Background: an optimization exercise with open tools, aiming at small area and a short achievable clock period. Do not read the settings as production practice. RTL that was checked went through simulation tests only; none was proved equivalent to the original. Power figures rest on the tool's default switching activity, not on a simulated workload.

## the previous run
Design alu, start of the top module:
module alu(
           clk,
           rst_n,
           src1,
           src2,
           ALU_control,
           result,
           zero,
           cout,
           overflow
           );
Size in the first run: ~440 cells after synthesis, ~34 flip-flops, ~3600 um^2 of cells after synthesis.
export LEC_CHECK = 0
export CAP_MARGIN = 20
export CORE_MARGIN = 2
export CORE_UTILIZATION = 60
export CTS_BUF_LIST = sky130_fd_sc_hd__clkbuf_4 sky130_fd_sc_hd__clkbuf_8
export SLEW_MARGIN = 20
create_clock -name core_clock -period 11.0 [get_ports {clk}]
standard.sh (not shown) runs the stock make flow with config.mk's settings and CLKGATE_MAP_FILE= SYNTH_SCRIPT=/design/flow/synth_recipe.tcl, a recipe that flattens the netlist after the stock synthesis.
==> flow/flow/run.sh <==
#!/bin/bash
# Layout flow: the standard layout, with two changes.
# 1. Synthesis is the standard synthesis (synth_recipe.tcl, so -nofsm -noshare,
#    flatten and the same renames) except that Yosys does not extract full and
#    half adder cells, and ABC maps the logic with flow/abc.script instead of
#    the ORFS speed script. The registers are the standard synthesis's.
# 2. The port buffers are the small plain buffer instead of the default
#    delay-buffer cell, and the resizer's setup repair aims for a slack margin.
# Each tool's output goes to a log of its own in the work folder.
set -euo pipefail
here=$(pwd)
{ head -n 1 synth_recipe.tcl
  cat <<'EOT'
# ABC with this flow's own script
proc abc {args} {
  set i [lsearch -exact $args -script]
  if {$i >= 0} { lset args [expr {$i + 1}] $::env(OWN_ABC_SCRIPT) }
  yosys abc {*}$args
}
EOT
  tail -n +2 synth_recipe.tcl
} > own_synth.tcl
sed -e "s#SYNTH_SCRIPT=[^ ]*#SYNTH_SCRIPT=$here/own_synth.tcl ADDER_MAP_FILE=#" standard.sh > own_synth.sh
export OWN_ABC_SCRIPT=$here/flow/abc.script
bash own_synth.sh synth > synth.log 2>&1
export BUFFER_PORTS_ARGS="-buffer_cell sky130_fd_sc_hd__buf_1"
export SETUP_SLACK_MARGIN=6.25
bash standard.sh > layout.log 2>&1
==> flow/flow/abc.script <==
strash
&get -n
&st
&dch -f
&nf -R 1000
&dch -f
&nf -R 1000
&put
topo
buffer -c
upsize -c
dnsize -c
stime -c
Input changes introduced in the current run (baseline for comparison: the previous run):
diff --git a/flow/design.v b/flow/design.v
--- a/flow/design.v
+++ b/flow/design.v
@@ -193,25 +193,26 @@
   assign c[27] = G4_26;
   assign c[28] = G4_27;
   assign c[29] = G4_28;
   assign c[30] = G4_29;
   assign c[31] = G4_30;
   assign c[32] = G4_31;
   wire [31:0] sum = p ^ c[31:0];
   wire        ovf = c[31] ^ c[32];
   wire        lt  = sum[31] ^ ovf;
   wire [31:0] orv = src1 | src2;
-  wire [31:0] res = ({32{is_and}} & (src1 & src2))
+  wire [31:0] lg  = ({32{is_and}} & (src1 & src2))
                   | ({32{is_or}}  & orv)
-                  | ({32{is_nor}} & ~orv)
-                  | ({32{arith}}  & sum)
-                  | {31'b0, is_slt & lt};
+                  | ({32{is_nor}} & ~orv);
+  wire [31:0] r0  = ({32{arith}} & p)  | lg;
+  wire [31:0] r1  = ({32{arith}} & ~p) | lg;
+  wire [31:0] res = ((c[31:0] & r1) | (~c[31:0] & r0)) | {31'b0, is_slt & lt};
   reg  [31:0] r_result;
   reg         r_cout;
   reg         r_ovf;
   always @(posedge clk or negedge rst_n) begin
     if (!rst_n) begin
       r_result <= 32'b0;
       r_cout   <= 1'b0;
       r_ovf    <= 1'b0;
     end else begin
       r_result <= res;
--- outcome ---
Summary of the comparison: number of non-clock buffers is lower in the current run, relative to the previous run. The half-perimeter wire length after detailed placement in the current run sits 1.7% above the value recorded for the previous run. Re worst-case vdd ir drop: the previous run and the current run aren't equal, and the higher value belongs to the current run. [compare] base=the previous run new=the current run: final area shows an increase of 1.1%, via count of the first global-routing pass -0.80%, total power of the final layout shows an increase of 0.0000035 W. Any difference in overall die width between the current run and the previous run is small enough to ignore. On sequential cell area share: between the previous run and the current run, it ends up higher for the previous run. Of the previous run and the current run, the current run shows the higher cell total after placement, with the previous run below it.
Function not checked in the current run: the RTL went through the layout flow alone.

--- another note on this design; it stands on its own ---

Setup of east:
Design alu, start of the top module:
module alu(
           clk,
           rst_n,
           src1,
           src2,
           ALU_control,
           result,
           zero,
           cout,
           overflow
           );
Size in the first run: ~440 cells after synthesis, roughly 34 flip-flops, about 110 I/O pins, about 3600 um^2 of cells after synthesis.
export LEC_CHECK = 0
export CAP_MARGIN = 20
export CORE_MARGIN = 2
export CORE_UTILIZATION = 60
export CTS_BUF_LIST = sky130_fd_sc_hd__clkbuf_4
export SLEW_MARGIN = 20
create_clock -name core_clock -period 11.0 [get_ports {clk}]
standard.sh (not shown) runs the stock make flow with config.mk's settings and CLKGATE_MAP_FILE= SYNTH_SCRIPT=/design/flow/synth_recipe.tcl, a recipe that flattens the netlist after the stock synthesis.
==> flow/flow/run.sh <==
#!/bin/bash
# Layout flow: the standard layout, with two changes.
# 1. Synthesis is the standard synthesis (synth_recipe.tcl, so -nofsm -noshare,
#    flatten and the same renames) except that Yosys does not extract full and
#    half adder cells, and ABC maps the logic with flow/abc.script instead of
#    the ORFS speed script. The registers are the standard synthesis's.
# 2. The port buffers are the small plain buffer instead of the default
#    delay-buffer cell, and the resizer's setup repair aims for a slack margin.
# Each tool's output goes to a log of its own in the work folder.
set -euo pipefail
here=$(pwd)
{ head -n 1 synth_recipe.tcl
  cat <<'EOT'
# ABC with this flow's own script
proc abc {args} {
  set i [lsearch -exact $args -script]
  if {$i >= 0} { lset args [expr {$i + 1}] $::env(OWN_ABC_SCRIPT) }
  yosys abc {*}$args
}
EOT
  tail -n +2 synth_recipe.tcl
} > own_synth.tcl
sed -e "s#SYNTH_SCRIPT=[^ ]*#SYNTH_SCRIPT=$here/own_synth.tcl ADDER_MAP_FILE=#" standard.sh > own_synth.sh
export OWN_ABC_SCRIPT=$here/flow/abc.script
bash own_synth.sh synth > synth.log 2>&1
export BUFFER_PORTS_ARGS="-buffer_cell sky130_fd_sc_hd__buf_1"
export SETUP_SLACK_MARGIN=6.25
bash standard.sh > layout.log 2>&1
==> flow/flow/abc.script <==
strash
&get -n
&st
&dch -f
&nf -R 1000
&dch -f
&nf -R 1000
&put
topo
buffer -c
upsize -c
dnsize -c
stime -c
> inputs changed (east -> west)
--- a/flow/design.v
+++ b/flow/design.v
@@ -21,21 +21,22 @@
 output          overflow;
   wire is_and = (ALU_control == 4'b0000);
   wire is_or  = (ALU_control == 4'b0001);
   wire is_add = (ALU_control == 4'b0010);
   wire is_sub = (ALU_control == 4'b0110);
   wire is_slt = (ALU_control == 4'b0111);
   wire is_nor = (ALU_control == 4'b1100);
   wire arith  = is_add | is_sub;
   wire        inv = ALU_control[2];
   wire [31:0] b   = src2 ^ {32{inv}};
-  wire [31:0] p   = src1 ^ b;
+  wire [31:0] x   = src1 ^ src2;
+  wire [31:0] p   = x ^ {32{inv}};
   wire [31:0] g   = src1 & b;
   wire [31:0] g0 = {g[31:1], g[0] | (p[0] & inv)};
   wire [31:0] p0 = p;
   wire G0_1 = g0[1] | (p0[1] & g0[0]);
   wire G0_3 = g0[3] | (p0[3] & g0[2]);
   wire P0_3 = p0[3] & p0[2];
   wire G0_5 = g0[5] | (p0[5] & g0[4]);
   wire P0_5 = p0[5] & p0[4];
   wire G0_7 = g0[7] | (p0[7] & g0[6]);
   wire P0_7 = p0[7] & p0[6];
- west vs east: depth of the critical timing path with buffers and inverters included down
- Diff east and west: final net count lower in east
- Worst hold slack (lower): east
- Part of the power in combinational logic: east vs west, no meaningful difference
- Diff east and west: final period demand of the worst path lower in west
- west ends up with higher layout multi-input combinational cell count than east does.
- From east to west the numbers moved as follows: die area neither gained nor lost much, met3 demand-to-capacity share in global routing picked up an extra 0.56 points, first-pass GRT wire length lost about 2.5%.

## re-timing with driven ports
The flow's constraints put no driver on any port. The routed layouts listed below were extracted and timed again, unchanged, in two steps.
Step 1 (the two cells are an assumption about what drives the block):
set clk [get_ports {clk}]
set_driving_cell -lib_cell sky130_fd_sc_hd__clkbuf_16 $clk
set_driving_cell -lib_cell sky130_fd_sc_hd__buf_2 [delete_from_list [all_inputs] $clk]
Step 2, shift: input delay + t, output delay - t, t = (earliest + latest rising clock arrival at the registers) / 2. This alone moves slack from input paths to output paths.
Three values: no drivers, after step 1, after step 2; two values: the first two.
run | shift t [ns] | setup WS [ns] | worst slew at a driven data input, ns | cell pins on the clock port's net
the previous run | 0.312 | 6.466 / 6.470 / 6.157 | 0.05 | 1
the current run | 0.308 | 6.480 / 6.488 / 6.180 | 0.05 | 1
east | 0.357 | 6.390 / 6.391 / 6.034 | 0.04 | 1
west | 0.358 | 6.518 / 6.520 / 6.161 | 0.04 | 1
After both steps every run listed still meets setup and hold. For west, which loses most, drivers alone change the setup slack by +0.002 ns; drivers and shift together by -0.357 ns.
